Source: an optimization exercise on an open RTL-to-GDS flow (aim: a short achievable clock period and few clock cycles). Production flows keep margins and buffers that such runs may drop.
The RTL was checked by simulation tests, not by an equivalence proof against the original design.

==> run a <==
==> flow/design.v (excerpt) <==
module JAM (
input CLK,
input RST,
output reg [2:0] W,
output reg [2:0] J,
input [6:0] Cost,
output [3:0] MatchCount,
output [9:0] MinCost,
output reg Valid );
reg [2:0] pos;
reg [7:0] rw, rw2;
reg [63:0] ef, ef2;
reg last;
wire [2:0] nW = (pos == 3'd7) ? W + 3'd1 : W;
wire [2:0] nP = pos + 3'd1;
integer q, w;
always @(posedge CLK) begin
  if (RST) begin
    W <= 3'd0; J <= 3'd0; pos <= 3'd0; last <= 1'b0; Valid <= 1'b0;
    rw <= 8'd1; rw2 <= 8'd0; ef2 <= 64'd0;
    for (w = 0; w < 8; w = w + 1) for (q = 0; q < 8; q = q + 1) ef[8*w+q] <= (w == 0);
  end else begin
    pos <= nP; W <= nW;
    if (pos != 3'd7) J <= J + 3'd1;
    last <= (W == 3'd7) && (pos == 3'd7);
    Valid <= last;
    rw <= 8'd1 << nW;
    for (w = 0; w < 8; w = w + 1) for (q = 0; q < 8; q = q + 1) ef[8*w+q] <= (nW == w) && (nP <= q);
    rw2 <= rw; ef2 <= ef;
  end
end
reg [9:0] vm_01; reg [3:0] vc_01;
reg [9:0] vm_02; reg [3:0] vc_02;
reg [9:0] vm_03; reg [3:0] vc_03;
reg [9:0] vm_04; reg [3:0] vc_04;
reg [9:0] vm_05; reg [3:0] vc_05;
reg [9:0] vm_06; reg [3:0] vc_06;
reg [9:0] vm_07; reg [3:0] vc_07;
reg [9:0] vm_08; reg [3:0] vc_08;
reg [9:0] vm_09; reg [3:0] vc_09;
reg [9:0] vm_0a; reg [3:0] vc_0a;
reg [9:0] vm_0b; reg [3:0] vc_0b;
reg [9:0] vm_0c; reg [3:0] vc_0c;
reg [9:0] vm_0d; reg [3:0] vc_0d;
reg [9:0] vm_0e; reg [3:0] vc_0e;
reg [8:0] vm_0f; reg [3:0] vc_0f;
reg [9:0] vm_10; reg [3:0] vc_10;
reg [9:0] vm_11; reg [3:0] vc_11;
reg [9:0] vm_12; reg [3:0] vc_12;
reg [9:0] vm_13; reg [3:0] vc_13;
reg [9:0] vm_14; reg [3:0] vc_14;
reg [9:0] vm_15; reg [3:0] vc_15;
reg [9:0] vm_16; reg [3:0] vc_16;
reg [8:0] vm_17; reg [3:0] vc_17;
reg [9:0] vm_18; reg [3:0] vc_18;
reg [9:0] vm_19; reg [3:0] vc_19;
reg [9:0] vm_1a; reg [3:0] vc_1a;
reg [8:0] vm_1b; reg [3:0] vc_1b;
reg [9:0] vm_1c; reg [3:0] vc_1c;
reg [8:0] vm_1d; reg [3:0] vc_1d;
reg [8:0] vm_1e; reg [3:0] vc_1e;
reg [9:0] vm_20; reg [3:0] vc_20;
  ...
==> flow/config.mk <==
export PLATFORM = sky130hd
export DESIGN_NAME = JAM
export DESIGN_NICKNAME = JAM
export VERILOG_FILES = /design/flow/design.v
export SDC_FILE = /design/flow/constraint.sdc
export NUM_CORES = 4
export LEC_CHECK = 0
export CAP_MARGIN = 35
export CORE_MARGIN = 2
export CORE_UTILIZATION = 40
export SETUP_SLACK_MARGIN = 3.0
export SLEW_MARGIN = 20
export TNS_END_PERCENT = 5
==> flow/constraint.sdc <==
create_clock -name core_clock -period 5.5 [get_ports {CLK}]
set_input_delay 1.1000 -clock core_clock [delete_from_list [all_inputs] [get_ports {CLK}]]
set_output_delay 1.1000 -clock core_clock [all_outputs]
set_load 0.01 [all_outputs]
standard.sh (not shown) runs the stock make flow with config.mk's settings and CLKGATE_MAP_FILE= SYNTH_SCRIPT=/design/flow/synth_recipe.tcl, a recipe that flattens the netlist after the stock synthesis.
==> flow/flow/run.sh <==
#!/bin/bash
# The standard layout, except that the resizer may swap a cell for any cell of the same
# function (not only one with the same footprint). ORFS writes each step's log under orfs/logs/;
# make's own output goes to make.log here.
set -euo pipefail
bash standard.sh MATCH_CELL_FOOTPRINT=0 finish > make.log 2>&1
==> inputs of run b, as changes to run a <==
==> flow/run.sh (new file) <==
#!/bin/bash
# synth_recipe.tcl (not shown) runs the flow's synth.tcl, then flattens the netlist and writes it again
# the make line also repeats each setting of config.mk as NAME=value (left out here)
make -C /OpenROAD-flow-scripts/flow DESIGN_CONFIG=/design/flow/config.mk WORK_HOME=/design/flow/orfs CLKGATE_MAP_FILE= SYNTH_SCRIPT=/design/flow/synth_recipe.tcl finish
SETUP_SLACK_MARGIN = 3.3   (was 3.0)
removed: flow/flow/run.sh
removed: flow/standard.sh
==> inputs of run c, as changes to run a <==
==> flow/run.sh (new file) <==
#!/bin/bash
# synth_recipe.tcl (not shown) runs the flow's synth.tcl, then flattens the netlist and writes it again
# the make line also repeats each setting of config.mk as NAME=value (left out here)
make -C /OpenROAD-flow-scripts/flow DESIGN_CONFIG=/design/flow/config.mk WORK_HOME=/design/flow/orfs CLKGATE_MAP_FILE= SYNTH_SCRIPT=/design/flow/synth_recipe.tcl finish
removed: flow/flow/run.sh
removed: flow/standard.sh
==> impl_metrics.yaml <==
run_status:
  status: "no timing/DRC/antenna violations"
worst_setup_path:
  path_cells: "buf_16 > buf_16 > mux2_2 > ha_1 > o21ai_0 > nor2_1 > o41ai_4 > or4b_2 > nand3_1"
  crit_path_end: "cd_62[9]"
finish:
  clkbuf_count: 510
  antenna_cells: 106
min_path:
  min_to: "cc_21[0]"
routing:
  wl_met1_um: 272500
placement:
  dp_slack_ns: 1.488
  routabilityCongestion: 1.055
  place_area_um2: 169300
power_and_ir_drop:
  combPwrFrac: 0.132
global_route:
  use_met1: 0.4172
# the run above: run b

==> impl_metrics.yaml <==
placement:
  place_area_um2: 169500
  routabilityCongestion: 1.066
power_and_ir_drop:
  combPwrFrac: 0.130
run_status:
  status: "no timing/DRC/antenna violations"
finish:
  clkbuf_count: 479
  antenna_cells: 133
routing:
  wl_met1_um: 269400
global_route:
  use_met1: 0.4079
# the run above: run c

==> impl_metrics.yaml <==
run_status:
  status: "no timing/DRC/antenna violations"
power_and_ir_drop:
  combPwrFrac: 0.131
placement:
  routabilityCongestion: 1.041
  place_area_um2: 169500
  dp_slack_ns: 1.418
worst_setup_path:
  crit_path_end: "vm_3c[7]"
  path_cells: "buf_4 > a41o_1 > o21ai_0"
global_route:
  use_met1: 0.4142
  grt_pass1_vias: 112100
finish:
  antenna_cells: 206
  clkbuf_count: 506
routing:
  wl_met1_um: 275200
timing:
  worst_pin_slew_ns: 1.100
# the run above: run a

Testbench counts of run a, summed over its fixed seeds: cycles 1,560.
Testbench counts of run b, summed over its fixed seeds: cycles 1,560.
Testbench counts of run c, summed over its fixed seeds: cycles 1,560.

-- what the ideal ports hide --
No port has a modelled driver above. Below, the same layouts with a new extraction and two added sets of constraints. Step 1 (the two cells are an assumption about what drives the block):
set clk [get_ports {CLK}]
set_driving_cell -lib_cell sky130_fd_sc_hd__clkbuf_16 $clk
set_driving_cell -lib_cell sky130_fd_sc_hd__buf_2 [delete_from_list [all_inputs] $clk]
Step 2 also shifts input and output timing later by t, the mid clock arrival at the registers, as if the neighbouring blocks saw the same clock. a / b / c = ideal / step 1 / step 2; a / b = the first two.
run | t (ns) | setup WS [ns] | clock arrival spread, ns | cell pins on the clock port's net
run a | 1.121 | 2.670 / 2.600 / 1.479 | 0.082 / 0.081 | 1
run b | 1.089 | 2.627 / 2.527 / 1.438 | 0.072 / 0.072 | 1
run c | 1.090 | 2.660 / 2.615 / 1.526 | 0.079 / 0.079 | 1
After both steps setup and hold are still met in every run listed. For run a, which loses most, drivers alone change the setup slack by -0.070 ns; drivers and shift together by -1.191 ns.
